Background: an optimization exercise with open tools, aiming at small area, a short achievable clock period and few clock cycles. Do not read the settings as production practice. Only simulation tests tie the RTL to the original design; equivalence was not proved. Power is estimated from default activity; no workload was simulated.

### config.mk
export PLATFORM = sky130hd
export DESIGN_NAME = isb350c
export DESIGN_NICKNAME = isb350c
export VERILOG_FILES = /design/flow/design.v
export SDC_FILE = /design/flow/constraint.sdc
export NUM_CORES = 4
export LEC_CHECK = 0
export CAP_MARGIN = 20
export CORE_MARGIN = 2
export CORE_UTILIZATION = 45
export CTS_CLUSTER_DIAMETER = 100
export CTS_CLUSTER_SIZE = 30
export PLACE_DENSITY = 0.75
export SLEW_MARGIN = 20
export TNS_END_PERCENT = 0
### constraint.sdc
create_clock -name core_clock -period 12.0 [get_ports {clk}]
set_input_delay 2.4000 -clock core_clock [delete_from_list [all_inputs] [get_ports {clk}]]
set_output_delay 2.4000 -clock core_clock [all_outputs]
set_load 0.01 [all_outputs]
### design.v
module isb350c(input clk, input rst,
    output fetchEnable, output [15:0]fetchAddr,
    input fetchReady, input [15:0]fetchData,
    output loadEnable, output [15:0]loadAddr,
    input loadReady, input [15:0]loadData,
    output done, output [255:0]regs_out);
    localparam K_NONE = 2'd0, K_INSTR = 2'd1, K_DATA = 2'd2;
    reg [9:0]faddr;
    reg [1:0]fkind;
    reg [3:0]ftgt;
    reg [9:0]lpc;           
    reg lx;                 
    reg jv;                 
    reg [9:0]jpc, jtgt;
    reg [9:0]apc;
    reg [1:0]akind;
    reg [3:0]atgt;
    reg irv;                
    reg irl;                
    reg [15:0]ir;
    reg [9:0]irpc;
    reg [3:0]irt;
    reg e2v;                
    reg e2w;                
    reg e2ld, e2jeq, e2hlt;
    reg [3:0]e2rt;
    reg [15:0]va, vb;
    reg [9:0]e2tgt;         
    reg halted;
    reg done_r;
    reg [15:0]r[0:15];
    wire [15:0]sum = va + vb;
    wire e2we = e2w;
    wire e2redir = e2v && e2jeq && va == vb;
    wire e2load = e2v && e2ld;
    wire e2halt = e2v && e2hlt;
    wire stop = halted || e2halt;
    wire [2:0]op = ir[14:12];
    wire [3:0]ra = ir[11:8];
    wire [3:0]rb = ir[7:4];
    wire [3:0]rt = ir[3:0];
    wire is_imm = op == 3'd0 || op == 3'd4;    
    wire rd_ab = op == 3'd1 || op == 3'd5 || op == 3'd6;    
    wire wr_t = op == 3'd0 || op == 3'd1;     
    wire p2 = e2load;
    wire pf = fkind == K_DATA;
    wire pa = akind == K_DATA;
    function pend(input [3:0]x);
        pend = (p2 && e2rt == x) || (pf && ftgt == x) || (pa && atgt == x);
    endfunction
    wire hazard = (rd_ab && (pend(ra) || pend(rb))) || (wr_t && pend(rt));
    wire e1ok = irv && !e2redir && !stop;
    wire e1replay = e1ok && hazard;
    wire e1go = e1ok && !hazard;
    wire fwd_a = e2we && e2rt == ra;
    wire fwd_b = e2we && e2rt == rb;
    wire [15:0]rva = fwd_a ? sum : r[ra];
    wire [15:0]rvb = fwd_b ? sum : r[rb];
    wire aok = akind == K_INSTR && !e2redir && !e1replay && !stop;
    wire djmp = aok && fetchData[14:12] == 3'd2;
    wire [9:0]jtarget = fetchData[9:0];
    wire kill = e2redir || e1replay || djmp || stop;
    reg rst_r;
    always @(posedge clk) rst_r <= rst;
    wire [15:0]wdr = rst_r ? 16'h0000 : sum;
    integer k;
    always @(posedge clk) begin
        for (k = 0; k < 16; k = k + 1)
            if (rst_r || (e2we && e2rt == k))
                r[k] <= wdr;
    end
    wire [9:0]seq = lpc + {9'd0, !lx};
    wire fold = jv && seq == jpc;
    reg [9:0]oaddr, olpc;
    reg [1:0]okind;
    reg olx;
    always @(*) begin
        oaddr = seq;
        okind = K_INSTR;
        olpc = seq;
        olx = 0;
        if (stop) begin
            okind = K_NONE;
            olpc = lpc;
            olx = lx;
        end else if (e2redir) begin
            oaddr = e2tgt;
            olpc = e2tgt;
        end else if (e2load) begin
            oaddr = sum[9:0];
            okind = K_DATA;
            olpc = e1replay ? irpc : lpc;
            olx = e1replay ? 1'b1 : lx;
        end else if (e1replay) begin
            oaddr = irpc;
            olpc = irpc;
        end else if (fold) begin
            oaddr = jtgt;
            olpc = jtgt;
        end
    end
    wire jsel = djmp && !e2load;
    always @(posedge clk) begin
        if (rst) begin
            faddr <= 10'd0;
            fkind <= K_INSTR;
            lpc <= 10'd0;
            lx <= 0;
            jv <= 0;
            akind <= K_NONE;
            irv <= 0;
            irl <= 0;
            e2v <= 0;
            e2w <= 0;
            halted <= 0;
            done_r <= 0;
        end else begin
            faddr <= jsel ? jtarget : oaddr;
            fkind <= jsel ? K_INSTR : okind;
            lpc <= djmp ? jtarget : olpc;
            lx <= djmp ? e2load : olx;
            if (djmp) begin
                jv <= 1;
                jpc <= apc;
                jtgt <= jtarget;
            end
            akind <= (kill && fkind == K_INSTR) ? K_NONE : fkind;
            irv <= aok && !djmp;
            irl <= akind == K_DATA;
            e2v <= e1go;
            e2w <= irl || (e1go && wr_t);
            if (e2halt) halted <= 1;
            done_r <= stop && fkind != K_DATA && akind != K_DATA && !irl;
        end
        ftgt <= e2rt;
        apc <= faddr;
        atgt <= ftgt;
        ir <= fetchData;
        irpc <= apc;
        irt <= atgt;
        e2ld <= !irl && (op == 3'd4 || op == 3'd5);
        e2jeq <= !irl && op == 3'd6;
        e2hlt <= !irl && op == 3'd3;
        e2rt <= irl ? irt : rt;
        va <= irl ? ir : is_imm ? {8'h00, ir[11:4]} : rva;
        vb <= (irl || is_imm) ? 16'h0000 : rvb;
        e2tgt <= irpc + {6'd0, ir[3:0]};
    end
    assign fetchEnable = 1'b1;
    assign fetchAddr = {6'd0, faddr};
    assign loadEnable = 1'b0;
    assign loadAddr = 16'h0000;
    assign done = done_r;
    genvar g;
    generate
        for (g = 0; g < 16; g = g + 1) begin : regs_out_g
            assign regs_out[16*g +: 16] = r[g];
        end
    endgenerate
endmodule
### flow/run.sh
#!/bin/bash
export SETUP_SLACK_MARGIN=8.5
export BUFFER_PORTS_ARGS="-buffer_cell sky130_fd_sc_hd__buf_1"
bash standard.sh > standard.log 2>&1
### standard.sh
#!/bin/bash
# synth_recipe.tcl (not shown) runs the flow's synth.tcl, then flattens the netlist and writes it again
# the make line also repeats each setting of config.mk as NAME=value (left out here)
make -C /OpenROAD-flow-scripts/flow DESIGN_CONFIG=/design/flow/config.mk WORK_HOME=/design/flow/orfs CLKGATE_MAP_FILE= SYNTH_SCRIPT=/design/flow/synth_recipe.tcl "${@:-finish}"
==> results of run 1 <==
power breakdown:
part	switching [W]	internal [W]
clock	0.000456	0.000309
combinational	0.000596	0.000251
sequential	0.000237	0.00183
total	0.00129	0.00239
synthesized netlist by cell type, types with 11 or more instances:
cell / count / share of area (%)
edfxtp_1: 276 / 45
nor2b_1: 16 / 0.55
xor2_1: 36 / 1.7
a21oi_1: 68 / 1.9
nand2b_1: 12 / 0.41
o21ai_0: 46 / 1.3
dfxtp_1: 130 / 14
a221oi_1: 46 / 2.2
nor3_1: 18 / 0.49
inv_1: 11 / 0.22
ha_1: 22 / 1.5
buf_4: 24 / 0.98
nor2_1: 61 / 1.2
a21o_1: 11 / 0.45
nand3_1: 53 / 1.4
clkbuf_1: 97 / 2.0
xnor2_1: 38 / 1.8
nand2_1: 64 / 1.3
a22oi_1: 152 / 6.2
nand4_1: 41 / 1.4
nor4_1: 17 / 0.58
and2_1: 16 / 0.55
o22ai_1: 28 / 0.95
a22o_1: 44 / 2.1
timing repair:
item,in CTS,in global routing
endpoints found under the hold margin,0,0
pin swaps,1,0
gates resized for setup,17,14
setup endpoints to repair,325,348
setup buffers,3,4
gates cloned,0,0
metrics by stage:
stage / hold slack (ps) / total power (W) / utilization [%]
finish: 337 / 0.00368 / 52.4
detailed placement: 340 / 0.00287 / 50.7
floorplan: 327 / 0.00244 / -
CTS: 342 / 0.00361 / 52.2
global route: 341 / 0.00376 / 52.4
global placement: 334 / 0.00286 / 50.7
flip-flops by register name, summed over array words and instances (netlist names), 2 cells and up:
signal / flops
jtgt: 10
e2tgt: 10
apc: 10
r: 256
akind: 2
e2rt: 4
irpc: 10
ftgt: 4
vb: 16
ir: 16
atgt: 4
irt: 4
faddr: 10
va: 16
fkind: 2
lpc: 10
jpc: 10
worst paths after layout:
kind,cells past startpoint,endpoint,start,slack [ps]
hold / removal,0,apc[4],faddr[4],340
setup / recovery,1,regs_out[201],r[12][9],8350
hold reg to reg,0,apc[4],faddr[4],340
setup reg to reg,10,r[1][14],vb[0],8540
cell type report:
| class | instances | area, µm² | share of cell area, % |
|---|---|---|---|
| Antenna cell | 1 | 2.50 | 0.0119 |
| Clock buffer | 29 | 513 | 2.45 |
| Clock inverter | 3 | 53.8 | 0.257 |
| Inverter | 12 | 45.0 | 0.215 |
| Multi-Input combinational cell | 1002 | 7270 | 34.7 |
| Sequential cell | 406 | 10900 | 52.0 |
| Tap cell | 525 | 657 | 3.13 |
| Timing Repair Buffer | 342 | 1540 | 7.32 |
worst register-to-register path, cell delays in order, from the launching register on:
cell     delay [ps]
dfxtp_1         350
ha_1            230
fa_1            410
a21o_1          190
a211o_1         330
a311o_1         320
nand3_1         100
nand2_1          60
a21oi_1         180
xor2_1          140
nor2_1          820
cells by family (layout without fill, tap and decap cells):
family | Yosys count | in the layout
buffers and inverters | 141 | 386
adder cells (fa/ha/maj) | 24 | 24
multiplexers | 12 | 12
AND/OR/NAND/NOR | 375 | 375
XOR/XNOR | 76 | 76
flip-flops | 406 | 406
other | 2 | 25
AO/OA/AOI/OAI | 491 | 491
routing by layer:
metal / track usage, % / wire length [µm]
met5: 0 / 0
met4: 17.4 / 5550
met3: 12.5 / 11900
met2: 51.1 / 31400
met1: 41.7 / 24400
==> results.toml, run 1 <==
[synth]
syn_inst = 1527
ys_dominant_reg_cell = "edfxtp_1"
synth_cell_type_count = 88
synth-adder-area-share_pct = 1.72
synth-compound-area-share_pct = 19.4
synth_area_mm2 = 0.0184
ys_ff_latch = 406
ys_async_sr_fraction_pct = 0
muxShareOfSynthArea_pct = 0.695
yosysSeqAreaShare_pct = 59.3
yosys_warnings = 2
synth_enable_flop_cells = 276
synth-simple-area-share_pct = 11.6
synth_top_family_by_area = "compound AO/OA/AOI/OAI gates"
syn_area_per_cell_um2 = 12.0
synth-xor-area-share_pct = 3.78

[finish]
fin_cells = 2320
mostFrequentLayoutCells = "276 x edfxtp_1, 262 x buf_1, 152 x a22oi_1, 127 x dfxtp_1, 68 x a21oi_1"
final_area_mm2 = 0.0210
area_growth_pct = 14.2
final_common_cell = "edfxtp_1"
num-nets-final = 1842
fillers = 3429
drive_above_1_share_pct = 9.92

[clock_tree]
clk_path_buf_depth = 3
cts_buffers = 18
hold_buffers = 0
cts_root_buf = "clkbuf_16"
numClockSinks = 406
cts.htree.levels = 1
insertion_delay_ps = 560
cts.clk_slew.worst_paths_ps = 110
cts_tree = "done"

[setup_path]
cp_top_family = "flip-flops"
cp.required_ps = 9600
cp-start-kind = "flop"
arrival_ps = 1250
path_cells = "buf_1"
cp_slowest_stage_delay_ps = 430
crit_slowest_cell = "edfxtp_1"
worst-path-buf-inv = 1
worstSetupPathType = "flop to output port"
crit_path_end_kind = "output port"
critPathMaxFanout = 3

[timing]
fmax_mhz = 274
rsz0062_at_grt = "yes"
skew_ps = 31.9
max_slew.worst_pin.slew_ps = 1380
setup_violations = 0
setup_tns_ps = 0
relSlewSlack_pct = 7.60
period_minus_slack_ps = 3650
hold_viol = 0
layout_setup_ws_ps = 8350
final.period_utilization_pct = 30.4
drv_slew = 0

[floorplanning]
core_mm2 = 0.0400
initial_core_util_pct = 45.9
die_area_mm2 = 0.0424
ios = 327
fp.dieW_um = 206
rows = 73
die_h_um = 206

[grt]
grt_use_total_pct = 33.5
grt_antenna_before_repair = 0
grt_max_degree = 32
grt_pass1_wl_um = 104000
grt_pass1_vias = 15315
grt_overflow = 0

[power]
ir_drop_mv = 0.142
leakage_nw = 7.24
power_density_mw_per_mm2 = 175

[place]
place_hpwl_um = 48700
place_area_mm2 = 0.0203
dp_cells = 2280
port_buffers = 284
gp_congestion = 0.993
dp_slack_ps = 7750

[drt]
drtIter0Drc = 3049
drc = 0
route.vias.total = 16329
first_pass_iters = 12
postRouteAntennaNets = 0
wl_um = 73300
viasPerCell = 7.04
routedWlPerCell_um = 31.6

[min_path]
min_path_type = "flop to flop"

[outcome]
status = "no timing/DRC/antenna violations"

[run]
maxCapViolCount = 0
Testbench counts, summed over its fixed seeds: cycles 18,133.
==> run 2, diff against run 1 <==
--- a/config.mk
+++ b/config.mk
@@ -8,8 +8,7 @@
 export CAP_MARGIN = 20
 export CORE_MARGIN = 2
-export CORE_UTILIZATION = 45
+export CORE_UTILIZATION = 40
 export CTS_CLUSTER_DIAMETER = 100
 export CTS_CLUSTER_SIZE = 30
-export PLACE_DENSITY = 0.75
 export SLEW_MARGIN = 20
 export TNS_END_PERCENT = 0
==> results.toml, run 2 <==
[place]
place_area_mm2 = 0.0204
place_hpwl_um = 50700
port_buffers = 284
gp_congestion = 0.966

[min_path]
hp-start = "apc[0]"
whs_path_depth = 0
holdPathEnd = "irpc[0]"
min_path_type = "flop to flop"

[synth]
yosysMostFrequentCell = "edfxtp_1"
synth_top_area_share_pct = 45.1
syn_inst = 1527
ys_ff_latch = 406
synth_enable_flop_cells = 276
ys_async_sr_fraction_pct = 0
synth_area_mm2 = 0.0184
syn_area_per_cell_um2 = 12.0
yosysSeqAreaShare_pct = 59.3
ys_dominant_reg_cell = "edfxtp_1"
synth_cell_type_count = 88
synth_top_cell_by_area = "edfxtp_1"
yosys_warnings = 2
synthTopCellsByArea = "edfxtp_1 45%, dfxtp_1 14%, a22oi_1 6.2%"
synth_common_cells = "276 x edfxtp_1, 152 x a22oi_1, 130 x dfxtp_1"

[drt]
viasPerCell = 6.63
drtIter0Drc = 2738
wl_um = 76400
postRouteAntennaNets = 0
route.vias.total = 15831
drc = 0
routedWlPerCell_um = 32.0
first_pass_iters = 7

[setup_path]
worst-path-buf-inv = 1
cp-start-kind = "flop"
rrSetupSlack_ps = 8430
path_cells = "buf_1"
regToRegStartpoint = "e2rt[1]"
cp_slowest_stage_delay_ps = 420
worstSetupPathType = "flop to output port"
cp.required_ps = 9600
crit_slowest_cell = "edfxtp_1"
critPathMaxFanout = 3
r2r-end = "faddr[5]"
crit_path_end_kind = "output port"
reg2regPathDepth = 8
cp_top_family = "flip-flops"
worst-path-stages = 1
arrival_ps = 1310

[grt]
grt_pass1_vias = 15336
grt_overflow = 0
grt_max_degree = 32
grt_use_total_pct = 31.3
grt_antenna_before_repair = 2
grt_pass1_wl_um = 109000

[power]
clock_power_share_pct = 21.0
power_density_mw_per_mm2 = 175
leakage_nw = 7.15
switching_share_pct = 35.3
total_power_w = 0.00368
seqPwrFrac_pct = 56.4
p_switching_w = 0.00130
p_int_w = 0.00238
comb_power_share_pct = 22.7
ir_drop_mv = 0.138

[finish]
drive_above_1_share_pct = 8.55
mostFrequentLayoutCells = "281 x buf_1, 276 x edfxtp_1, 152 x a22oi_1, 130 x dfxtp_1, 68 x a21oi_1"
num-nets-final = 1838
largest_reg_flops = 256
area_growth_pct = 14.4
fillers = 4189
final_common_cell = "buf_1"
top_register = "r"
final_area_mm2 = 0.0210
fin_util_pct = 46.3
multi_input_area_mm2 = 0.00728
diodes = 0
regArea_mm2 = 0.0109

[timing]
drv_slew = 0
period_minus_slack_ps = 3710
rsz0062_at_grt = "yes"
relSlewSlack_pct = 19.1
setup_violations = 0
hold_viol = 0
setup_tns_ps = 0
final.period_utilization_pct = 31.0
skew_ps = 42.1
hold-worst-slack_ps = 330
max_slew.worst_pin.slew_ps = 1210
fmax_mhz = 269

[floorplanning]
core_mm2 = 0.0454
die_h_um = 218
fp.dieW_um = 218
die_area_mm2 = 0.0476
rows = 78
initial_core_util_pct = 40.5
ios = 327

[clock_tree]
insertion_delay_ps = 580
cts_tree = "done"
numClockSinks = 406
cts.htree.levels = 1
clk_path_buf_depth = 3
cts_buffers = 18
cts_root_buf = "clkbuf_16"
cts.clk_slew.worst_paths_ps = 120

[run]
maxCapViolCount = 0

[outcome]
status = "no timing/DRC/antenna violations"
run 2: changes by cell type in the layout (fill, tap and decap cells not counted), sizes merged:
cell,delta
clkinv,+1
buf,+3
clkbuf,-8
diode,-1
inv,-1
run 2: final cells by class:
cell class	instances	area share (%)
Clock buffer	28	2.42
Clock inverter	3	0.256
Inverter	12	0.214
Multi-Input combinational cell	1002	34.7
Sequential cell	406	51.8
Tap cell	600	3.57
Timing Repair Buffer	338	7.02
run 2: routing by layer:
layer / wire, µm / vias to the layer above / global-route usage [%]
li1: - / 6486 / -
met1: 27800 / 7604 / 39.1
met2: 33800 / 1370 / 49.2
met3: 10200 / 367 / 10.5
met4: 4600 / 4 / 14.0
met5: 19 / - / 0
run 2: what timing repair did:
| item | 4_1_cts | 5_1_grt |
|---|---|---|
| hold buffers | 0 | 0 |
| endpoints found under the setup margin | 330 | 365 |
| pin swaps | 1 | 0 |
| setup buffers | 3 | 0 |
| resized for setup | 5 | 2 |
| hold endpoints to repair | 0 | 0 |
run 2: power by group through the flow:
stage               clock (W)  sequential [W]  combinational, W
detailed placement          0         0.00209          0.000798
global route         0.000820         0.00209          0.000880
CTS                  0.000773         0.00206          0.000806
global placement            0         0.00209          0.000796
floorplan                   0         0.00208          0.000360
finish               0.000771         0.00207          0.000834
run 2: how the worst max path moves through the flow:
stage	from	end	slack [ps]
5_1_grt	e2rt[1]	faddr[5]	8230
3_3_place_gp	fetchData[12]	faddr[5]	7610
3_5_place_dp	fetchData[12]	faddr[5]	7610
4_1_cts	r[3][1]	regs_out[49]	8330
6_report	r[11][9]	regs_out[185]	8290
2_1_floorplan	fetchData[12]	jpc[0]	7980
run 2: kinds of logic (layout without fill, tap and decap cells):
group | count (synthesis) | after routing | synth area share, %
compound gates | 491 | 491 | 19.4
flops | 406 | 406 | 59.3
simple gates | 375 | 375 | 11.6
buf+inv | 141 | 381 | 3.45
xor+xnor | 76 | 76 | 3.78
fa+ha+maj | 24 | 24 | 1.72
mux | 12 | 12 | 0.695
other cells | 2 | 24 | 0.0409
run 2: metrics by stage:
step	setup slack [ps]	cells
final	8290	2389
after global routing	8230	2389
after CTS	8330	2389
after detailed placement	7610	2355
after global placement	7610	2355
after floorplan	7980	1549
==> run 3, diff against run 2 <==
==> flow/run.sh (replaced) <==
#!/bin/bash
export SETUP_SLACK_MARGIN=8.2
export BUFFER_PORTS_ARGS="-buffer_cell sky130_fd_sc_hd__buf_1"
bash standard.sh > standard.log 2>&1
--- a/config.mk
+++ b/config.mk
@@ -8,5 +8,5 @@
 export CAP_MARGIN = 20
 export CORE_MARGIN = 2
-export CORE_UTILIZATION = 40
+export CORE_UTILIZATION = 45
 export CTS_CLUSTER_DIAMETER = 100
 export CTS_CLUSTER_SIZE = 30
==> results.toml, run 3 <==
[clock_tree]
clk_path_buf_depth = 3
cts_root_buf = "clkbuf_16"
cts.htree.levels = 1
numClockSinks = 406
cts_tree = "done"
insertion_delay_ps = 570
cts_buffers = 17
cts.clk_slew.worst_paths_ps = 110
hold_buffers = 0

[timing]
fmax_mhz = 262
layout_setup_ws_ps = 8180
hold_viol = 0
max_slew.worst_pin.slew_ps = 1180
setup_tns_ps = 0
setup_violations = 0
rsz0062_at_grt = "yes"
final.period_utilization_pct = 31.9
period_minus_slack_ps = 3820
skew_ps = 39.0
drv_slew = 0
relSlewSlack_pct = 21.2

[finish]
largest_reg_flops = 256
mostFrequentLayoutCells = "284 x buf_1, 276 x edfxtp_1, 152 x a22oi_1, 128 x dfxtp_1, 68 x a21oi_1"
area_growth_pct = 13.8
top_register = "r"
drive_above_1_share_pct = 8.33
num-nets-final = 1838
final_common_cell = "buf_1"
diodes = 0

[setup_path]
regToRegStartpoint = "va[4]"
r2r-end = "r[13][15]"
worstSetupPathType = "primary input to flop"
cp.required_ps = 12410
reg2regPathDepth = 9
cp-start-kind = "primary input"
rrSetupSlack_ps = 8280
arrival_ps = 4230
crit_path_end_kind = "flop"
critPathMaxFanout = 7

[min_path]
hp-start = "faddr[6]"
whs_path_depth = 0
min_path_type = "flop to flop"
holdPathEnd = "apc[6]"

[floorplanning]
initial_core_util_pct = 45.9
rows = 73
core_mm2 = 0.0400
die_area_mm2 = 0.0424
fp.dieW_um = 206
ios = 327
die_h_um = 206

[power]
seqPwrFrac_pct = 56.9
p_switching_w = 0.00126
comb_power_share_pct = 22.7
leakage_nw = 7.14
ir_drop_mv = 0.125
switching_share_pct = 34.7
p_int_w = 0.00237
power_density_mw_per_mm2 = 174
clock_power_share_pct = 20.3

[synth]
ys_dominant_reg_cell = "edfxtp_1"
yosysMostFrequentCell = "edfxtp_1"
ys_async_sr_fraction_pct = 0
synth_area_mm2 = 0.0184
synth_top_cell_by_area = "edfxtp_1"
synth_top_area_share_pct = 45.1
synth_common_cells = "276 x edfxtp_1, 152 x a22oi_1, 130 x dfxtp_1"
yosys_warnings = 2
synthTopCellsByArea = "edfxtp_1 45%, dfxtp_1 14%, a22oi_1 6.2%"
synth_cell_type_count = 88
yosysSeqAreaShare_pct = 59.3
syn_area_per_cell_um2 = 12.0
ys_ff_latch = 406
syn_inst = 1527
synth_enable_flop_cells = 276

[drt]
viasPerCell = 6.79
routedWlPerCell_um = 32.5
first_pass_iters = 7
postRouteAntennaNets = 0
wl_um = 75200
drc = 0
drtIter0Drc = 2383
route.vias.total = 15701

[grt]
grt_pass1_wl_um = 106000
grt_pass1_vias = 15178
grt_overflow = 0
grt_max_degree = 32
grt_antenna_before_repair = 0
grt_use_total_pct = 34.8

[place]
port_buffers = 284
dp_slack_ps = 7560
place_hpwl_um = 49400
gp_congestion = 0.945

[outcome]
status = "no timing/DRC/antenna violations"

[run]
maxCapViolCount = 0
-- run 3: cell counts after synthesis --
Identical to the previous run, type by type.
-- run 3: per-stage QoR --
stage | std cells | util, % | cell area [µm²] | hold WS (ps) | total power (W)
2_1_floorplan | 1549 | - | 18500 | 327 | 0.00244
3_3_place_gp | 2281 | 50.8 | 20300 | 331 | 0.00287
3_5_place_dp | 2282 | 50.8 | 20300 | 335 | 0.00288
4_1_cts | 2312 | 52.1 | 20900 | 356 | 0.00360
5_1_grt | 2314 | 52.2 | 20900 | 365 | 0.00375
6_report | 2314 | 52.2 | 20900 | 355 | 0.00363
-- run 3: metal layers --
metal  track usage (%)  share of wire (%)  vias to the layer above
met5                 0                  0                        -
met4              16.1                6.0                        0
met3              11.5                 14                      339
met2              54.2                 44                     1331
met1              44.1                 36                     7535
li1                  -                  -                     6496
-- run 3: cell type report --
| class | instances | area, µm² |
|---|---|---|
| tap | 525 | 657 |
| clock inverter | 2 | 16.3 |
| inverter | 12 | 45.0 |
| clock buffer | 28 | 509 |
| fill | 3577 | 19100 |
| timing repair buffer | 339 | 1490 |
| multi-input combinational | 1002 | 7290 |
| sequential | 406 | 10900 |
-- run 3: power groups by stage --
stage	sequential (W)	combinational [W]	clock, W
after floorplan	0.00208	0.000360	0
after global placement	0.00208	0.000793	0
after detailed placement	0.00209	0.000797	0
after CTS	0.00206	0.000800	0.000740
after global routing	0.00208	0.000879	0.000788
final	0.00207	0.000825	0.000737
-- run 3: what timing repair did --
item / in CTS / in global routing
cloned: 0 / 0
setup buffers: 0 / 0
hold endpoints to repair: 0 / 0
setup endpoints to repair: 7 / 34
gates resized for setup: 1 / 3
-- run 3: cells by family (layout without fill, tap and decap cells) --
family / after synthesis / in the layout / share of synthesized area (%)
other: 2 / 24 / 0.0409
flip-flops: 406 / 406 / 59.3
buffers and inverters: 141 / 381 / 3.45
AO/OA/AOI/OAI: 491 / 491 / 19.4
multiplexers: 12 / 12 / 0.695
adder cells (fa/ha/maj): 24 / 24 / 1.72
XOR/XNOR: 76 / 76 / 3.78
AND/OR/NAND/NOR: 375 / 375 / 11.6
-- run 3: critical path: stages --
cell and delay, ps:
buf_1 100, nor3b_4 300, nand4_1 400, nor3_4 370
nor2_1 210, a311oi_1 440
-- run 3: worst max-delay path by stage --
| stage | slack (ps) | startpoint | end | cells after the start |
|---|---|---|---|---|
| 2_1_floorplan | 7980 | fetchData[12] | jpc[0] | 3 |
| 3_3_place_gp | 7620 | fetchData[12] | faddr[5] | 6 |
| 3_5_place_dp | 7560 | fetchData[12] | faddr[5] | 6 |
| 4_1_cts | 8130 | fetchData[12] | faddr[5] | 6 |
| 5_1_grt | 8040 | fetchData[12] | faddr[5] | 6 |
| 6_report | 8180 | fetchData[12] | faddr[5] | 6 |
==> run 4, diff against run 3 <==
==> flow/run.sh (replaced) <==
#!/bin/bash
export SETUP_SLACK_MARGIN=8.8
export BUFFER_PORTS_ARGS="-buffer_cell sky130_fd_sc_hd__buf_1"
bash standard.sh > standard.log 2>&1
==> results.toml, run 4 <==
[min_path]
min_path_type = "flop to flop"
whs_path_depth = 0
hp-start = "faddr[1]"
holdPathEnd = "apc[1]"

[finish]
area_growth_pct = 15.1
final_common_cell = "edfxtp_1"
fillers = 3549
mostFrequentLayoutCells = "276 x edfxtp_1, 255 x buf_1, 152 x a22oi_1, 128 x dfxtp_1, 74 x buf_4"
top_register = "r"
largest_reg_flops = 256
drive_above_1_share_pct = 11.3
num-nets-final = 1859
final_area_mm2 = 0.0211
fin_util_pct = 52.8

[setup_path]
crit_path_end_kind = "output port"
arrival_ps = 1240
reg2regPathDepth = 10
cp-start-kind = "flop"
path_cells = "buf_1"
worst-path-stages = 1
cp_top_family = "flip-flops"
critPathMaxFanout = 3
cp.required_ps = 9600
rrSetupSlack_ps = 8550
cp_slowest_stage_delay_ps = 520
worstSetupPathType = "flop to output port"
worst-path-buf-inv = 1
r2r-end = "faddr[9]"
crit_slowest_cell = "edfxtp_1"
regToRegStartpoint = "lpc[0]"

[clock_tree]
cts.clk_slew.worst_paths_ps = 120
cts_root_buf = "clkbuf_16"
cts_buffers = 17
insertion_delay_ps = 570
hold_buffers = 0
clk_path_buf_depth = 3
cts_tree = "done"
numClockSinks = 406
cts.htree.levels = 1

[place]
port_buffers = 284
gp_congestion = 0.945
place_hpwl_um = 49400
dp_slack_ps = 7560
place_area_mm2 = 0.0203

[timing]
drv_slew = 0
hold-worst-slack_ps = 355
fmax_mhz = 275
rsz0062_at_grt = "yes"
skew_ps = 40.2
setup_tns_ps = 0
relSlewSlack_pct = 23.7
hold_viol = 0
max_slew.worst_pin.slew_ps = 1140
final.period_utilization_pct = 30.3
setup_violations = 0
layout_setup_ws_ps = 8360
period_minus_slack_ps = 3640

[grt]
grt_max_degree = 32
grt_use_total_pct = 34.9
grt_pass1_wl_um = 106000
grt_pass1_vias = 15244
grt_antenna_before_repair = 0
grt_overflow = 0

[synth]
ys_ff_latch = 406
syn_inst = 1527
synth_top_cell_by_area = "edfxtp_1"
synth_top_area_share_pct = 45.1
yosysMostFrequentCell = "edfxtp_1"
synth_cell_type_count = 88
synth_area_mm2 = 0.0184
ys_dominant_reg_cell = "edfxtp_1"
synthTopCellsByArea = "edfxtp_1 45%, dfxtp_1 14%, a22oi_1 6.2%"
yosys_warnings = 2
synth_enable_flop_cells = 276
yosysSeqAreaShare_pct = 59.3
ys_async_sr_fraction_pct = 0
syn_area_per_cell_um2 = 12.0
synth_common_cells = "276 x edfxtp_1, 152 x a22oi_1, 130 x dfxtp_1"

[drt]
routedWlPerCell_um = 32.2
drc = 0
postRouteAntennaNets = 0
route.vias.total = 15869
drtIter0Drc = 2308
wl_um = 75300
first_pass_iters = 6
viasPerCell = 6.79

[floorplanning]
ios = 327
initial_core_util_pct = 45.9
die_h_um = 206
die_area_mm2 = 0.0424
rows = 73
core_mm2 = 0.0400
fp.dieW_um = 206

[outcome]
status = "no timing/DRC/antenna violations"

[power]
switching_share_pct = 34.5
p_int_w = 0.00239
clock_power_share_pct = 20.2
comb_power_share_pct = 23.3
p_switching_w = 0.00126
seqPwrFrac_pct = 56.5
leakage_nw = 7.34
power_density_mw_per_mm2 = 173
ir_drop_mv = 0.125

[run]
maxCapViolCount = 0
run 4: cell counts after synthesis:
No cell type changed its count.
run 4: kinds of logic after synthesis:
family,after synthesis,share of synthesized area [%]
buf+inv,141,3.45
mux,12,0.695
fa+ha+maj,24,1.72
xor+xnor,76,3.78
other cells,2,0.0409
flops,406,59.3
compound gates,491,19.4
simple gates,375,11.6
run 4: power groups by stage:
| stage | Sequential [W] | Clock, W | Combinational (W) |
|---|---|---|---|
| 5_1_grt | 0.00208 | 0.000787 | 0.000908 |
| 2_1_floorplan | 0.00208 | 0 | 0.000360 |
| 4_1_cts | 0.00205 | 0.000740 | 0.000811 |
| 3_3_place_gp | 0.00208 | 0 | 0.000793 |
| 3_5_place_dp | 0.00209 | 0 | 0.000797 |
| 6_report | 0.00207 | 0.000736 | 0.000853 |
run 4: repair_timing:
action / CTS / global route
gates resized for setup: 22 / 25
endpoints found under the setup margin: 395 / 380
setup buffers: 9 / 12
pin swaps: 1 / 1
run 4: area by class of cell:
cell class	instances	area (µm²)	area share (%)
Antenna cell	1	2.50	0.0118
Inverter	12	45.0	0.213
Timing Repair Buffer	360	1700	8.06
Clock inverter	2	16.3	0.0770
Tap cell	525	657	3.11
Clock buffer	28	509	2.41
Multi-Input combinational cell	1002	7310	34.6
Sequential cell	406	10900	51.5
run 4: per-layer routing:
metal | wire length (µm) | up-vias | global-route usage, %
li1 | - | 6537 | -
met1 | 27200 | 7618 | 44.2
met2 | 33200 | 1355 | 54.1
met3 | 10200 | 359 | 11.4
met4 | 4640 | 0 | 16.4
met5 | 0 | - | 0
run 4: stage by stage:
stage               power, W  std cells
floorplan            0.00244       1549
global placement     0.00287       2281
detailed placement   0.00288       2282
CTS                  0.00361       2321
global route         0.00377       2335
finish               0.00365       2336
run 4: how the worst max path moves through the flow:
stage                        startpoint       endpoint
after floorplan           fetchData[12]         jpc[0]
after global placement    fetchData[12]       faddr[5]
after detailed placement  fetchData[12]       faddr[5]
after CTS                       r[6][6]  regs_out[102]
after global routing            r[3][9]   regs_out[57]
final                          r[7][14]  regs_out[126]
==> run 5, diff against run 4 <==
--- a/design.v
+++ b/design.v
@@ -43,4 +43,5 @@
     wire rd_ab = op == 3'd1 || op == 3'd5 || op == 3'd6;    
     wire wr_t = op == 3'd0 || op == 3'd1;     
+    wire is_jmp = op == 3'd2;
     wire p2 = e2load;
     wire pf = fkind == K_DATA;
@@ -52,13 +53,13 @@
     wire e1ok = irv && !e2redir && !stop;
     wire e1replay = e1ok && hazard;
-    wire e1go = e1ok && !hazard;
+    wire e1jmp = e1ok && is_jmp;
+    wire e1go = e1ok && !hazard && !is_jmp;
+    wire [9:0]jtarget = ir[9:0];
     wire fwd_a = e2we && e2rt == ra;
     wire fwd_b = e2we && e2rt == rb;
     wire [15:0]rva = fwd_a ? sum : r[ra];
     wire [15:0]rvb = fwd_b ? sum : r[rb];
-    wire aok = akind == K_INSTR && !e2redir && !e1replay && !stop;
-    wire djmp = aok && fetchData[14:12] == 3'd2;
-    wire [9:0]jtarget = fetchData[9:0];
-    wire kill = e2redir || e1replay || djmp || stop;
+    wire aok = akind == K_INSTR && !e2redir && !e1replay && !e1jmp && !stop;
+    wire kill = e2redir || e1replay || e1jmp || stop;
     reg rst_r;
     always @(posedge clk) rst_r <= rst;
@@ -90,9 +91,12 @@
             oaddr = sum[9:0];
             okind = K_DATA;
-            olpc = e1replay ? irpc : lpc;
-            olx = e1replay ? 1'b1 : lx;
+            olpc = e1replay ? irpc : e1jmp ? jtarget : lpc;
+            olx = e1replay || e1jmp ? 1'b1 : lx;
         end else if (e1replay) begin
             oaddr = irpc;
             olpc = irpc;
+        end else if (e1jmp) begin
+            oaddr = jtarget;
+            olpc = jtarget;
         end else if (fold) begin
             oaddr = jtgt;
@@ -100,5 +104,4 @@
         end
     end
-    wire jsel = djmp && !e2load;
     always @(posedge clk) begin
         if (rst) begin
@@ -116,15 +119,15 @@
             done_r <= 0;
         end else begin
-            faddr <= jsel ? jtarget : oaddr;
-            fkind <= jsel ? K_INSTR : okind;
-            lpc <= djmp ? jtarget : olpc;
-            lx <= djmp ? e2load : olx;
-            if (djmp) begin
+            faddr <= oaddr;
+            fkind <= okind;
+            lpc <= olpc;
+            lx <= olx;
+            if (e1jmp) begin
                 jv <= 1;
-                jpc <= apc;
+                jpc <= irpc;
                 jtgt <= jtarget;
             end
             akind <= (kill && fkind == K_INSTR) ? K_NONE : fkind;
-            irv <= aok && !djmp;
+            irv <= aok;
             irl <= akind == K_DATA;
             e2v <= e1go;
==> flow/run.sh (replaced) <==
#!/bin/bash
export SETUP_SLACK_MARGIN=8.5
export BUFFER_PORTS_ARGS="-buffer_cell sky130_fd_sc_hd__buf_1"
bash standard.sh > standard.log 2>&1
--- a/config.mk
+++ b/config.mk
@@ -8,7 +8,5 @@
 export CAP_MARGIN = 20
 export CORE_MARGIN = 2
-export CORE_UTILIZATION = 45
-export CTS_CLUSTER_DIAMETER = 100
-export CTS_CLUSTER_SIZE = 30
+export CORE_UTILIZATION = 35
 export SLEW_MARGIN = 20
 export TNS_END_PERCENT = 0
==> results.toml, run 5 <==
[setup_path]
crit_slowest_cell = "edfxtp_1"
critPathMaxFanout = 3
cp-start-kind = "flop"
regToRegStartpoint = "va[0]"
cp_slowest_stage_delay_ps = 420
arrival_ps = 1340
crit_path_end_kind = "output port"
path_cells = "buf_1"
cp.required_ps = 9600
cp_top_family = "flip-flops"
worst-path-buf-inv = 1
worstSetupPathType = "flop to output port"
startpoint = "r[6][2]"

[timing]
relSlewSlack_pct = 11.2
setup_tns_ps = 0
fmax_mhz = 268
max_slew.worst_pin.slew_ps = 1330
period_minus_slack_ps = 3740
setup_violations = 0
rsz0062_at_grt = "yes"
drv_slew = 0
hold_viol = 0
skew_ps = 77.3
final.period_utilization_pct = 31.1

[clock_tree]
cts_buffers = 44
numClockSinks = 406
cts.htree.levels = 2
clk_path_buf_depth = 3
cts_tree = "done"
insertion_delay_ps = 630
cts.clk_slew.worst_paths_ps = 70
cts_root_buf = "clkbuf_16"
hold_buffers = 0

[min_path]
hp-start = "apc[9]"
min_path_type = "flop to flop"

[drt]
wl_um = 77700
viasPerCell = 6.44
drc = 0
drtIter0Drc = 2680
route.vias.total = 15895
postRouteAntennaNets = 0
routedWlPerCell_um = 31.5
first_pass_iters = 8

[grt]
grt_pass1_wl_um = 110000
grt_use_total_pct = 28.4
grt_antenna_before_repair = 0
grt_overflow = 0
grt_pass1_vias = 15469
grt_max_degree = 37

[place]
port_buffers = 284
place_hpwl_um = 50400
gp_congestion = 0.944

[finish]
mostFrequentLayoutCells = "276 x edfxtp_1, 272 x buf_1, 140 x a22oi_1, 129 x dfxtp_1, 87 x nor2_1"
area_growth_pct = 20.6
final_common_cell = "edfxtp_1"
num-nets-final = 1812
top_register = "r"
largest_reg_flops = 256
diodes = 0
drive_above_1_share_pct = 12.0

[floorplanning]
initial_core_util_pct = 35.2
core_mm2 = 0.0511
fp.dieW_um = 231
die_area_mm2 = 0.0532
rows = 83
ios = 327
die_h_um = 231

[synth]
ys_dominant_reg_cell = "edfxtp_1"
synth_top_area_share_pct = 46.1
synth_enable_flop_cells = 276
synth_cell_type_count = 73
synth_top_cell_by_area = "edfxtp_1"
yosysMostFrequentCell = "edfxtp_1"
synth_common_cells = "276 x edfxtp_1, 140 x a22oi_1, 130 x dfxtp_1"
yosys_warnings = 2
syn_area_per_cell_um2 = 12.2
ys_ff_latch = 406
yosysSeqAreaShare_pct = 60.5
syn_inst = 1470
synthTopCellsByArea = "edfxtp_1 46%, dfxtp_1 14%, a22oi_1 5.8%"
synth_area_mm2 = 0.0180
ys_async_sr_fraction_pct = 0

[power]
power_density_mw_per_mm2 = 197
comb_power_share_pct = 20.0
clock_power_share_pct = 31.6
total_power_w = 0.00428
ir_drop_mv = 0.187
leakage_nw = 7.63
p_switching_w = 0.00144
seqPwrFrac_pct = 48.4
p_int_w = 0.00284
switching_share_pct = 33.6

[outcome]
status = "no timing/DRC/antenna violations"

[run]
maxCapViolCount = 0
[run 5: cell count changes after synthesis, moves of 13 or more]
cell,before,now
nor2_1,61,92
nand2_1,64,47
a22o_1,44,59
o22ai_1,28,13
nand3_1,53,40
xnor2_1,38,51
[run 5: cell families (layout without fill, tap and decap cells)]
logic type,count (synthesis),after routing,synth area share (%)
mux,16,16,1.00
flops,406,406,60.5
other cells,2,24,0.0418
buf+inv,145,441,3.62
simple gates,334,334,10.0
compound gates,462,462,18.9
xor+xnor,81,81,4.10
fa+ha+maj,24,24,1.75
[run 5: layout make-up]
type	instances	area, µm²
Fill cell	4795	29400
Sequential cell	406	10900
Multi-Input combinational cell	941	6880
Timing Repair Buffer	347	1590
Clock buffer	63	1260
Tap cell	680	851
Clock inverter	19	164
Inverter	12	45.0
[run 5: worst paths after layout]
path / cells after the start / slack [ps] / end
max: 1 / 8260 / regs_out[98]
min: 0 / 330 / irpc[9]
max reg2reg: 8 / 8300 / faddr[9]
min reg2reg: 0 / 330 / irpc[9]
[run 5: layer usage]
layer	vias up	wire length [µm]	GRT usage (%)
li1	6337	-	-
met4	0	4940	14.2
met2	1494	33600	43.1
met3	404	11700	10.8
met5	-	0	0
met1	7660	27600	35.3
[run 5: metrics by stage]
stage | cells | hold slack (ps) | area [µm²] | util, % | setup slack, ps
floorplan | 1492 | 310 | 18100 | - | 8650
global placement | 2374 | 313 | 20100 | 39.3 | 8300
detailed placement | 2376 | 316 | 20100 | 39.4 | 8270
CTS | 2466 | 329 | 21600 | 42.4 | 8320
global route | 2468 | 334 | 21700 | 42.5 | 8250
finish | 2468 | 325 | 21700 | 42.5 | 8260
[run 5: timing repair]
action                                  in CTS  in global routing
endpoints found under the setup margin     279                303
pin swaps                                    0                  1
buffers inserted                             8                  2
resized for setup                           13                  4
[run 5: power groups by stage]
| stage | combinational [W] | sequential (W) | clock [W] |
|---|---|---|---|
| after floorplan | 0.000362 | 0.00208 | 0 |
| after global placement | 0.000798 | 0.00208 | 0 |
| after detailed placement | 0.000803 | 0.00208 | 0 |
| after CTS | 0.000823 | 0.00206 | 0.00135 |
| after global routing | 0.000896 | 0.00208 | 0.00141 |
| final | 0.000857 | 0.00207 | 0.00135 |
Testbench counts of run 5, summed over its fixed seeds: cycles 18,342.
==> run 6, diff against run 5 <==
--- a/config.mk
+++ b/config.mk
@@ -9,4 +9,6 @@
 export CORE_MARGIN = 2
 export CORE_UTILIZATION = 35
+export CTS_CLUSTER_DIAMETER = 60
+export CTS_CLUSTER_SIZE = 24
 export SLEW_MARGIN = 20
 export TNS_END_PERCENT = 0
==> results.toml, run 6 <==
[outcome]
status = "no timing/DRC/antenna violations"

[clock_tree]
cts.htree.levels = 2
clk_path_buf_depth = 3
cts_tree = "done"
cts_buffers = 34
cts.clk_slew.worst_paths_ps = 80
cts_root_buf = "clkbuf_16"
numClockSinks = 406
insertion_delay_ps = 590

[floorplanning]
die_h_um = 231
fp.dieW_um = 231
core_mm2 = 0.0511
initial_core_util_pct = 35.2
ios = 327
die_area_mm2 = 0.0532
rows = 83

[setup_path]
path_cells = "buf_1"
critPathMaxFanout = 3
worst-path-stages = 1
cp-start-kind = "flop"
regToRegStartpoint = "va[8]"
crit_slowest_cell = "edfxtp_1"
worstSetupEndpoint = "regs_out[242]"
rrSetupSlack_ps = 8420
worstSetupPathType = "flop to output port"
reg2regPathDepth = 8
startpoint = "r[15][2]"
cp_top_family = "flip-flops"
worst-path-buf-inv = 1
arrival_ps = 1320
cp_slowest_stage_delay_ps = 410
cp.required_ps = 9600
r2r-end = "faddr[9]"
crit_path_end_kind = "output port"

[synth]
syn_inst = 1470
yosys_warnings = 2
synth_area_mm2 = 0.0180
syn_area_per_cell_um2 = 12.2
ys_dominant_reg_cell = "edfxtp_1"
synthTopCellsByArea = "edfxtp_1 46%, dfxtp_1 14%, a22oi_1 5.8%"
yosysMostFrequentCell = "edfxtp_1"
ys_async_sr_fraction_pct = 0
yosysSeqAreaShare_pct = 60.5
synth_top_area_share_pct = 46.1
synth_top_cell_by_area = "edfxtp_1"
ys_ff_latch = 406
synth_common_cells = "276 x edfxtp_1, 140 x a22oi_1, 130 x dfxtp_1"
synth_enable_flop_cells = 276
synth_cell_type_count = 73

[power]
power_density_mw_per_mm2 = 193
clock_power_share_pct = 29.3
switching_share_pct = 34.9
p_switching_w = 0.00144
p_int_w = 0.00269
comb_power_share_pct = 20.7
seqPwrFrac_pct = 50.0
ir_drop_mv = 0.132
leakage_nw = 7.51
total_power_w = 0.00413

[timing]
relSlewSlack_pct = 16.3
fmax_mhz = 269
max_slew.worst_pin.slew_ps = 1260
final.period_utilization_pct = 31.0
layout_setup_ws_ps = 8280
skew_ps = 52.2
setup_violations = 0
rsz0062_at_grt = "yes"
setup_tns_ps = 0
drv_slew = 0
period_minus_slack_ps = 3720
hold_viol = 0
hold-worst-slack_ps = 314

[run]
maxCapViolCount = 0

[place]
dp_slack_ps = 8270
place_hpwl_um = 50400
port_buffers = 284
gp_congestion = 0.944

[drt]
drtIter0Drc = 2652
route.vias.total = 15906
routedWlPerCell_um = 31.7
postRouteAntennaNets = 0
first_pass_iters = 7
viasPerCell = 6.50
drc = 0
wl_um = 77600

[finish]
mostFrequentLayoutCells = "276 x edfxtp_1, 273 x buf_1, 140 x a22oi_1, 129 x dfxtp_1, 87 x nor2_1"
top_register = "r"
num-nets-final = 1802
final_common_cell = "edfxtp_1"
drive_above_1_share_pct = 11.6
diodes = 0
largest_reg_flops = 256
area_growth_pct = 19.3

[grt]
grt_pass1_vias = 15317
grt_overflow = 0
grt_max_degree = 37
grt_antenna_before_repair = 1
grt_use_total_pct = 28.3
grt_pass1_wl_um = 109000

[min_path]
min_path_type = "flop to flop"
whs_path_depth = 0
-- run 6: power by group through the flow --
stage	combinational [W]	clock, W	sequential [W]
after floorplan	0.000362	0	0.00208
after global placement	0.000798	0	0.00208
after detailed placement	0.000803	0	0.00208
after CTS	0.000823	0.00122	0.00205
after global routing	0.000896	0.00127	0.00208
final	0.000857	0.00121	0.00207
-- run 6: kinds of logic after synthesis --
logic type               Yosys count  share of synthesized area (%)
AO/OA/AOI/OAI                    462                           18.9
buffers and inverters            145                           3.62
other                              2                         0.0418
XOR/XNOR                          81                           4.10
AND/OR/NAND/NOR                  334                           10.0
multiplexers                      16                           1.00
flip-flops                       406                           60.5
adder cells (fa/ha/maj)           24                           1.75
-- run 6: worst min-delay path by stage --
stage,start,slack [ps],to
global placement,apc[8],310,irpc[8]
CTS,apc[0],320,irpc[0]
floorplan,apc[0],310,irpc[0]
detailed placement,apc[7],320,irpc[7]
finish,apc[0],310,irpc[0]
global route,apc[0],320,irpc[0]
-- run 6: per-stage QoR --
stage          utilization, %  cell area (µm²)  instances
6_report                 42.0            21500       2448
2_1_floorplan               -            18100       1492
3_3_place_gp             39.3            20100       2374
3_5_place_dp             39.4            20100       2376
4_1_cts                  41.9            21400       2446
5_1_grt                  42.0            21500       2448
-- run 6: area by class of cell --
cell class | count | area, µm²
tap | 680 | 851
fill | 4801 | 29600
timing repair buffer | 347 | 1590
clock buffer | 41 | 930
multi-input combinational | 941 | 6880
clock inverter | 21 | 267
inverter | 12 | 45.0
sequential | 406 | 10900
-- run 6: per-layer routing --
layer	GRT usage [%]	vias up	part of all wire [%]
met2	43.0	1499	43
met5	0	-	0.015
met3	10.4	396	15
met1	35.1	7686	35
met4	15.3	2	6.9
li1	-	6323	-
-- run 6: repair_timing --
| item | CTS | global route |
|---|---|---|
| hold endpoints to repair | 0 | 0 |
| buffers inserted | 8 | 2 |
| gates cloned | 0 | 0 |
| pin swaps | 0 | 1 |
| setup endpoints to repair | 275 | 300 |
| hold buffers | 0 | 0 |
| gates resized for setup | 12 | 4 |
==> run 7, diff against run 6 <==
--- a/config.mk
+++ b/config.mk
@@ -8,5 +8,5 @@
 export CAP_MARGIN = 20
 export CORE_MARGIN = 2
-export CORE_UTILIZATION = 35
+export CORE_UTILIZATION = 50
 export CTS_CLUSTER_DIAMETER = 60
 export CTS_CLUSTER_SIZE = 24
==> results.toml, run 7 <==
[synth]
synth_top_family_by_area = "compound AO/OA/AOI/OAI gates"
synth-compound-area-share_pct = 18.9
synth-simple-area-share_pct = 10.0
synthTopCellsByArea = "edfxtp_1 46%, dfxtp_1 14%, a22oi_1 5.8%"
ys_dominant_reg_cell = "edfxtp_1"
ys_ff_latch = 406
synth_top_area_share_pct = 46.1
synth-xor-area-share_pct = 4.10
yosysMostFrequentCell = "edfxtp_1"
ys_async_sr_fraction_pct = 0
yosysSeqAreaShare_pct = 60.5
synth_top_cell_by_area = "edfxtp_1"
muxShareOfSynthArea_pct = 1.00
synth_cell_type_count = 73
syn_area_per_cell_um2 = 12.2
synth-adder-area-share_pct = 1.75
syn_inst = 1470
synth_common_cells = "276 x edfxtp_1, 140 x a22oi_1, 130 x dfxtp_1"
yosys_warnings = 2
synth_enable_flop_cells = 276
synth_area_mm2 = 0.0180

[grt]
grt_max_degree = 37
grt_antenna_before_repair = 2
grt_overflow = 0
grt_use_total_pct = 37.8
grt_pass1_vias = 14880
grt_pass1_wl_um = 104000

[drt]
drtIter0Drc = 2270
wl_um = 73200
routedWlPerCell_um = 32.6
postRouteAntennaNets = 0
viasPerCell = 6.96
route.vias.total = 15625
first_pass_iters = 8
drc = 0

[clock_tree]
hold_buffers = 0
insertion_delay_ps = 610
cts_buffers = 31
cts_root_buf = "clkbuf_16"
clk_path_buf_depth = 3
cts.htree.levels = 1
cts_tree = "done"
numClockSinks = 406
cts.clk_slew.worst_paths_ps = 80

[setup_path]
cp-start-kind = "flop"
arrival_ps = 1310
cp_top_family = "flip-flops"
worst-path-buf-inv = 1
crit_path_end_kind = "output port"
rrSetupSlack_ps = 8460
worstSetupPathType = "flop to output port"
critPathMaxFanout = 3
cp_slowest_stage_delay_ps = 400
path_cells = "buf_1"
crit_slowest_cell = "edfxtp_1"
cp.required_ps = 9600

[finish]
diodes = 0
final_common_cell = "edfxtp_1"
drive_above_1_share_pct = 12.3
num-nets-final = 1820
largest_reg_flops = 256
top_register = "r"
mostFrequentLayoutCells = "276 x edfxtp_1, 271 x buf_1, 140 x a22oi_1, 130 x dfxtp_1, 88 x nor2_1"
area_growth_pct = 18.0
fillers = 2944

[power]
leakage_nw = 7.57
power_density_mw_per_mm2 = 190
ir_drop_mv = 0.143

[timing]
hold_viol = 0
drv_slew = 0
fmax_mhz = 270
max_slew.worst_pin.slew_ps = 1270
period_minus_slack_ps = 3710
rsz0062_at_grt = "yes"
skew_ps = 31.6
setup_tns_ps = 0
relSlewSlack_pct = 15.1
setup_violations = 0
layout_setup_ws_ps = 8290
final.period_utilization_pct = 30.9

[place]
gp_congestion = 0.943
place_hpwl_um = 47300
dp_slack_ps = 8260
port_buffers = 284

[floorplanning]
core_mm2 = 0.0355
die_area_mm2 = 0.0375
fp.dieW_um = 194
initial_core_util_pct = 50.7
die_h_um = 194
rows = 69
ios = 327

[outcome]
status = "no timing/DRC/antenna violations"

[min_path]
min_path_type = "flop to flop"

[run]
maxCapViolCount = 0
==> run 7: changes by cell type in the layout (fill, tap and decap cells not counted), moves of 2 or more <==
cell	delta
nor2_2	-2
buf_1	-2
clkbuf_16	-5
clkbuf_1	-2
inv_8	-2
bufinv_8	+2
inv_12	+2
buf_4	+22
==> run 7: final cells by class <==
type                    instances  area, µm²  area share (%)
flip-flops and latches        406      10900            51.3
multi-input cells             941       6890            32.4
repair buffers                368       1740            8.19
clock buffers                  33        783            3.69
well taps                     461        577            2.72
clock inverters                23        305            1.44
inverters                      12       45.0           0.212
==> run 7: worst paths after layout <==
check / from / endpoint / cells after the start
setup reg to reg: va[0] / faddr[5] / 8
hold / removal: apc[0] / irpc[0] / 0
hold reg to reg: apc[0] / irpc[0] / 0
setup / recovery: r[9][10] / regs_out[154] / 1
==> run 7: stage by stage <==
| stage | area, µm² | util, % | hold slack, ps | std cells | power [W] |
|---|---|---|---|---|---|
| after floorplan | 18100 | - | 310 | 1492 | 0.00244 |
| after global placement | 19800 | 55.9 | 313 | 2156 | 0.00285 |
| after detailed placement | 19900 | 55.9 | 315 | 2157 | 0.00286 |
| after CTS | 21200 | 59.7 | 337 | 2241 | 0.00399 |
| after global routing | 21200 | 59.8 | 341 | 2244 | 0.00414 |
| final | 21200 | 59.8 | 333 | 2244 | 0.00403 |
==> run 7: power by group <==
part / internal [W] / total (W) / switching, W
logic: 0.000269 / 0.000852 / 0.000583
registers: 0.00182 / 0.00205 / 0.000227
clock network: 0.000552 / 0.00113 / 0.000575
total: 0.00264 / 0.00403 / 0.00139
==> run 7: logic make-up after synthesis <==
kind of cell / count (synthesis)
XOR/XNOR: 81
AND/OR/NAND/NOR: 334
buffers and inverters: 145
flip-flops: 406
multiplexers: 16
adder cells (fa/ha/maj): 24
other: 2
AO/OA/AOI/OAI: 462
==> run 7: what timing repair did <==
action                                  CTS  global route
endpoints found under the setup margin  297           303
buffers inserted                         28             0
resized for setup                        16             2
cloned                                    0             0
pin swaps                                 1             0
==> run 7: metal layers <==
layer | global-route usage (%) | wire, µm | vias to the layer above
met5 | 0 | 0 | -
met4 | 19.3 | 4750 | 0
met3 | 11.1 | 9690 | 355
met2 | 58.7 | 32300 | 1340
met1 | 48.3 | 26500 | 7572
li1 | - | - | 6358
==> run 8, diff against run 7 <==
--- a/config.mk
+++ b/config.mk
@@ -8,7 +8,7 @@
 export CAP_MARGIN = 20
 export CORE_MARGIN = 2
-export CORE_UTILIZATION = 50
-export CTS_CLUSTER_DIAMETER = 60
-export CTS_CLUSTER_SIZE = 24
+export CORE_UTILIZATION = 45
+export CTS_CLUSTER_DIAMETER = 100
+export CTS_CLUSTER_SIZE = 30
 export SLEW_MARGIN = 20
 export TNS_END_PERCENT = 0
==> results.toml, run 8 <==
[outcome]
status = "no timing/DRC/antenna violations"

[finish]
fin_util_pct = 52.1
final_common_cell = "buf_1"
diodes = 0
area_growth_pct = 14.6
mostFrequentLayoutCells = "279 x buf_1, 276 x edfxtp_1, 140 x a22oi_1, 130 x dfxtp_1, 86 x nor2_1"
largest_reg_flops = 256
drive_above_1_share_pct = 9.49
num-nets-final = 1787
top_register = "r"

[setup_path]
crit_path_end_kind = "output port"
worst-path-stages = 1
crit_slowest_cell = "edfxtp_1"
cp.required_ps = 9600
cp-start-kind = "flop"
worstSetupPathType = "flop to output port"
worst-path-buf-inv = 1
reg2regPathDepth = 12
critPathMaxFanout = 3
path_cells = "buf_1"
cp_top_family = "flip-flops"
cp_slowest_stage_delay_ps = 400
arrival_ps = 1290

[place]
port_buffers = 284
gp_congestion = 0.933
place_hpwl_um = 48900

[clock_tree]
cts.htree.levels = 1
hold_buffers = 0
insertion_delay_ps = 570
cts_tree = "done"
numClockSinks = 406
cts_root_buf = "clkbuf_16"
cts.clk_slew.worst_paths_ps = 120
clk_path_buf_depth = 3
cts_buffers = 18

[grt]
grt_overflow = 0
grt_use_total_pct = 35.6
grt_pass1_wl_um = 106000
grt_pass1_vias = 14596
grt_max_degree = 36
grt_antenna_before_repair = 0

[synth]
syn_area_per_cell_um2 = 12.2
yosys_warnings = 2
synth-simple-area-share_pct = 10.0
muxShareOfSynthArea_pct = 1.00
ys_async_sr_fraction_pct = 0
synth_top_family_by_area = "compound AO/OA/AOI/OAI gates"
ys_dominant_reg_cell = "edfxtp_1"
syn_inst = 1470
synth_cell_type_count = 73
synth-compound-area-share_pct = 18.9
ys_ff_latch = 406
synth-adder-area-share_pct = 1.75
synth_enable_flop_cells = 276
synth_common_cells = "276 x edfxtp_1, 140 x a22oi_1, 130 x dfxtp_1"
synth-xor-area-share_pct = 4.10
synth_area_mm2 = 0.0180
yosysMostFrequentCell = "edfxtp_1"
synthTopCellsByArea = "edfxtp_1 46%, dfxtp_1 14%, a22oi_1 5.8%"
yosysSeqAreaShare_pct = 60.5
synth_top_area_share_pct = 46.1
synth_top_cell_by_area = "edfxtp_1"

[floorplanning]
fp.dieW_um = 204
initial_core_util_pct = 45.5
core_mm2 = 0.0395
die_h_um = 204
rows = 73
ios = 327
die_area_mm2 = 0.0416

[timing]
max_slew.worst_pin.slew_ps = 1190
final.period_utilization_pct = 30.7
period_minus_slack_ps = 3690
hold-worst-slack_ps = 328
rsz0062_at_grt = "yes"
fmax_mhz = 271
setup_violations = 0
hold_viol = 0
setup_tns_ps = 0
skew_ps = 40.2
relSlewSlack_pct = 20.5
drv_slew = 0

[power]
leakage_nw = 7.17
total_power_w = 0.00367
power_density_mw_per_mm2 = 178
ir_drop_mv = 0.155

[drt]
route.vias.total = 15415
wl_um = 75800
drtIter0Drc = 2401
viasPerCell = 6.81
drc = 0
routedWlPerCell_um = 33.5
first_pass_iters = 9
postRouteAntennaNets = 0

[run]
maxCapViolCount = 0

[min_path]
min_path_type = "flop to flop"
whs_path_depth = 0
==> run 8: cell counts after synthesis <==
No cell type changed its count.
==> run 8: final cells by class <==
| type | count | area [µm²] |
|---|---|---|
| sequential | 406 | 10900 |
| clock buffer | 27 | 505 |
| tap | 525 | 657 |
| inverter | 12 | 45.0 |
| timing repair buffer | 348 | 1550 |
| multi-input combinational | 941 | 6900 |
| clock inverter | 5 | 61.3 |
| fill | 3482 | 18900 |
==> run 8: cells by family (layout without fill, tap and decap cells) <==
| group | after synthesis | in the layout |
|---|---|---|
| and+or+nand+nor | 334 | 334 |
| other | 2 | 24 |
| AOI/OAI and AO/OA | 462 | 462 |
| muxes | 16 | 16 |
| xor gates and xnor gates | 81 | 81 |
| buffers and inverters | 145 | 392 |
| DFF | 406 | 406 |
| adders and majority gates | 24 | 24 |
==> run 8: through the flow <==
stage	cells	cell area (µm²)	setup WS, ps
3_3_place_gp	2224	19900	8290
6_report	2264	20600	8310
4_1_cts	2260	20500	8320
5_1_grt	2264	20600	8310
3_5_place_dp	2224	19900	8290
2_1_floorplan	1492	18100	8650
==> run 8: where the power goes <==
part           internal [W]  switching, W
clock              0.000308      0.000465
sequential          0.00182      0.000239
combinational      0.000246      0.000586
total               0.00238       0.00129
==> run 8: per-layer routing <==
layer | vias up | part of all wire, % | track usage (%)
met3 | 274 | 13 | 10.0
met5 | - | 0 | 0
li1 | 6267 | - | -
met1 | 7542 | 37 | 46.5
met2 | 1332 | 45 | 54.5
met4 | 0 | 5.7 | 17.3
==> run 8: worst paths after layout <==
kind / start / endpoint / slack, ps
hold / removal: apc[0] / irpc[0] / 330
setup / recovery: r[9][5] / regs_out[149] / 8310
hold reg to reg: apc[0] / irpc[0] / 330
setup reg to reg: lx / lpc[6] / 8450
==> run 8: worst reg2reg max path: cells and delay by family, from the launching register on <==
family	cells	cell delay (ps)
adder cells (fa/ha/maj)	2	440
multiplexers	1	370
flip-flops	1	350
AO/OA/AOI/OAI	3	770
XOR/XNOR	1	300
buffers and inverters	2	260
AND/OR/NAND/NOR	3	910
==> run 8: what timing repair did <==
action,CTS,global route
gates resized for setup,0,9
pin swaps,1,0
setup buffers,4,4
setup endpoints to repair,291,332
==> run 9, diff against run 8 <==
--- a/config.mk
+++ b/config.mk
@@ -8,5 +8,5 @@
 export CAP_MARGIN = 20
 export CORE_MARGIN = 2
-export CORE_UTILIZATION = 45
+export CORE_UTILIZATION = 35
 export CTS_CLUSTER_DIAMETER = 100
 export CTS_CLUSTER_SIZE = 30
==> results.toml, run 9 <==
[grt]
grt_overflow = 0
top_usage_layer = "met2"
met2_usage_pct = 43.4
grt_pass1_vias = 15137
grt_util_met1_pct = 34.8
grt_antenna_before_repair = 0
grt_use_total_pct = 27.9
grtUsageMet3_pct = 10.1
grt_max_degree = 37
grt_pass1_wl_um = 109000

[synth]
ys_dominant_reg_cell = "edfxtp_1"
synth_cell_type_count = 73
yosys_warnings = 2
synth-compound-area-share_pct = 18.9
synth-xor-area-share_pct = 4.10
synth_area_mm2 = 0.0180
syn_area_per_cell_um2 = 12.2
muxShareOfSynthArea_pct = 1.00
yosysSeqAreaShare_pct = 60.5
synth_top_cell_by_area = "edfxtp_1"
synth_enable_flop_cells = 276
synth-simple-area-share_pct = 10.0
synth-adder-area-share_pct = 1.75
syn_inst = 1470
yosysMostFrequentCell = "edfxtp_1"
synth_common_cells = "276 x edfxtp_1, 140 x a22oi_1, 130 x dfxtp_1"
synth_top_family_by_area = "compound AO/OA/AOI/OAI gates"
ys_async_sr_fraction_pct = 0
ys_ff_latch = 406
synthTopCellsByArea = "edfxtp_1 46%, dfxtp_1 14%, a22oi_1 5.8%"
synth_top_area_share_pct = 46.1

[floorplanning]
ios = 327
initial_core_util_pct = 35.2
fp.dieW_um = 231
die_area_mm2 = 0.0532
rows = 83
die_h_um = 231
core_mm2 = 0.0511

[setup_path]
worstSetupPathType = "flop to output port"
crit_path_end_kind = "output port"
cp.required_ps = 9600
crit_slowest_cell = "edfxtp_1"
path_cells = "buf_1"
arrival_ps = 1370
critPathMaxFanout = 3
cp_slowest_stage_delay_ps = 410
cp-start-kind = "flop"
cp_top_family = "flip-flops"
worst-path-buf-inv = 1

[drt]
postRouteAntennaNets = 0
drtIter0Drc = 2677
drc = 0
routedWlPerCell_um = 31.9
viasPerCell = 6.51
first_pass_iters = 10
route.vias.total = 15728
wl_um = 77100

[clock_tree]
hold_buffers = 0
cts_buffers = 18
insertion_delay_ps = 610
cts_root_buf = "clkbuf_16"
cts.htree.levels = 1
clk_path_buf_depth = 3
cts_tree = "done"
numClockSinks = 406
cts.clk_slew.worst_paths_ps = 120

[finish]
num-nets-final = 1785
diodes = 0
mostFrequentLayoutCells = "276 x edfxtp_1, 272 x buf_1, 140 x a22oi_1, 129 x dfxtp_1, 86 x nor2_1"
final_area_mm2 = 0.0208
top_register = "r"
area_growth_pct = 15.9
largest_reg_flops = 256
final_common_cell = "edfxtp_1"
drive_above_1_share_pct = 9.73

[place]
port_buffers = 284
place_hpwl_um = 50400
place_area_mm2 = 0.0201
gp_congestion = 0.944

[timing]
max_slew.worst_pin.slew_ps = 1330
final.period_utilization_pct = 31.4
period_minus_slack_ps = 3770
drv_slew = 0
setup_violations = 0
relSlewSlack_pct = 11.4
fmax_mhz = 265
rsz0062_at_grt = "yes"
hold_viol = 0
setup_tns_ps = 0
skew_ps = 70.5

[power]
power_density_mw_per_mm2 = 178
ir_drop_mv = 0.137
leakage_nw = 7.20

[outcome]
status = "no timing/DRC/antenna violations"

[min_path]
min_path_type = "flop to flop"

[run]
maxCapViolCount = 0
[run 9: cell count changes in the layout (fill, tap and decap cells not counted), sizes merged]
cell / previous run / this run
clkinv: 3 / 1
buf: 343 / 346
clkbuf: 32 / 28
bufinv: 0 / 1
[run 9: cell type report]
type / instances / area (µm²)
tap: 680 / 851
multi-input combinational: 941 / 6880
clock inverter: 4 / 100
sequential: 406 / 10900
fill: 4876 / 30200
timing repair buffer: 346 / 1590
clock buffer: 28 / 488
inverter: 12 / 45.0
[run 9: timing repair]
action,in CTS,in global routing
setup endpoints to repair,277,302
setup buffers,7,2
pin swaps,0,1
gates resized for setup,13,5
[run 9: report_power, final]
| part | switching [W] | total, W | leakage (nW) | internal, W |
|---|---|---|---|---|
| clock network | 0.000477 | 0.000798 | 0.279 | 0.000321 |
| registers | 0.000241 | 0.00206 | 3.87 | 0.00182 |
| logic | 0.000603 | 0.000854 | 3.05 | 0.000251 |
[run 9: routing by layer]
layer / vias to the layer above / wire [µm] / share of wire, %
met4: 0 / 4670 / 6.1
met5: - / 0 / 0
li1: 6267 / - / -
met1: 7623 / 27200 / 35
met3: 382 / 11400 / 15
met2: 1456 / 33800 / 44
[run 9: metrics by stage]
step | instances | setup WS (ps) | power, W | utilization (%) | hold WS [ps]
finish | 2417 | 8230 | 0.00372 | 40.8 | 339
floorplan | 1492 | 8650 | 0.00244 | - | 310
CTS | 2415 | 8310 | 0.00368 | 40.7 | 343
global placement | 2374 | 8300 | 0.00288 | 39.3 | 313
detailed placement | 2376 | 8270 | 0.00289 | 39.4 | 316
global route | 2417 | 8280 | 0.00382 | 40.8 | 348
[run 9: cells by family after synthesis]
| family | count (synthesis) |
|---|---|
| AOI/OAI and AO/OA | 462 |
| xor gates and xnor gates | 81 |
| adders and majority gates | 24 |
| buffers and inverters | 145 |
| DFF | 406 |
| muxes | 16 |
| other | 2 |
| and+or+nand+nor | 334 |
[run 9: final timing paths]
check / startpoint / to / slack, ps / cells after the start
hold reg to reg: apc[2] / irpc[2] / 340 / 0
setup reg to reg: lx / faddr[4] / 8500 / 12
setup / recovery: r[2][2] / regs_out[34] / 8230 / 1
hold / removal: apc[2] / irpc[2] / 340 / 0

-- separate check: timing with driven ports --
The flow's constraints put no driver on any port. The routed layouts listed below were extracted and timed again, unchanged, in two steps.
Step 1 (the two cells are an assumption about what drives the block):
set clk [get_ports {clk}]
set_driving_cell -lib_cell sky130_fd_sc_hd__clkbuf_16 $clk
set_driving_cell -lib_cell sky130_fd_sc_hd__buf_2 [delete_from_list [all_inputs] $clk]
Step 2 adds t to the input delays and takes it off the output delays; t is the mean of the earliest and latest rising clock arrival at the registers after step 1. Input paths then give back, and output paths get back, about the clock's delay inside the block.
a / b / c = ideal ports / drivers / drivers and shift; a / b = the first two.
run | shift t [ns] | setup WS [ns] | pins driven straight from the clock port
run 1 | 0.607 | 8.353 / 8.293 / 7.876 | 1
run 2 | 0.616 | 8.285 / 8.226 / 7.755 | 1
run 3 | 0.607 | 8.178 / 8.209 / 7.605 | 1
run 4 | 0.604 | 8.360 / 8.304 / 7.889 | 1
run 5 | 0.650 | 8.265 / 8.201 / 8.255 | 1
run 6 | 0.627 | 8.280 / 8.220 / 8.258 | 1
run 7 | 0.654 | 8.292 / 8.233 / 8.302 | 1
run 8 | 0.609 | 8.315 / 8.255 / 8.279 | 1
run 9 | 0.639 | 8.231 / 8.166 / 8.264 | 1
After both steps every run listed still meets setup and hold. For run 3, which loses most, drivers alone change the setup slack by +0.031 ns; drivers and shift together by -0.573 ns.
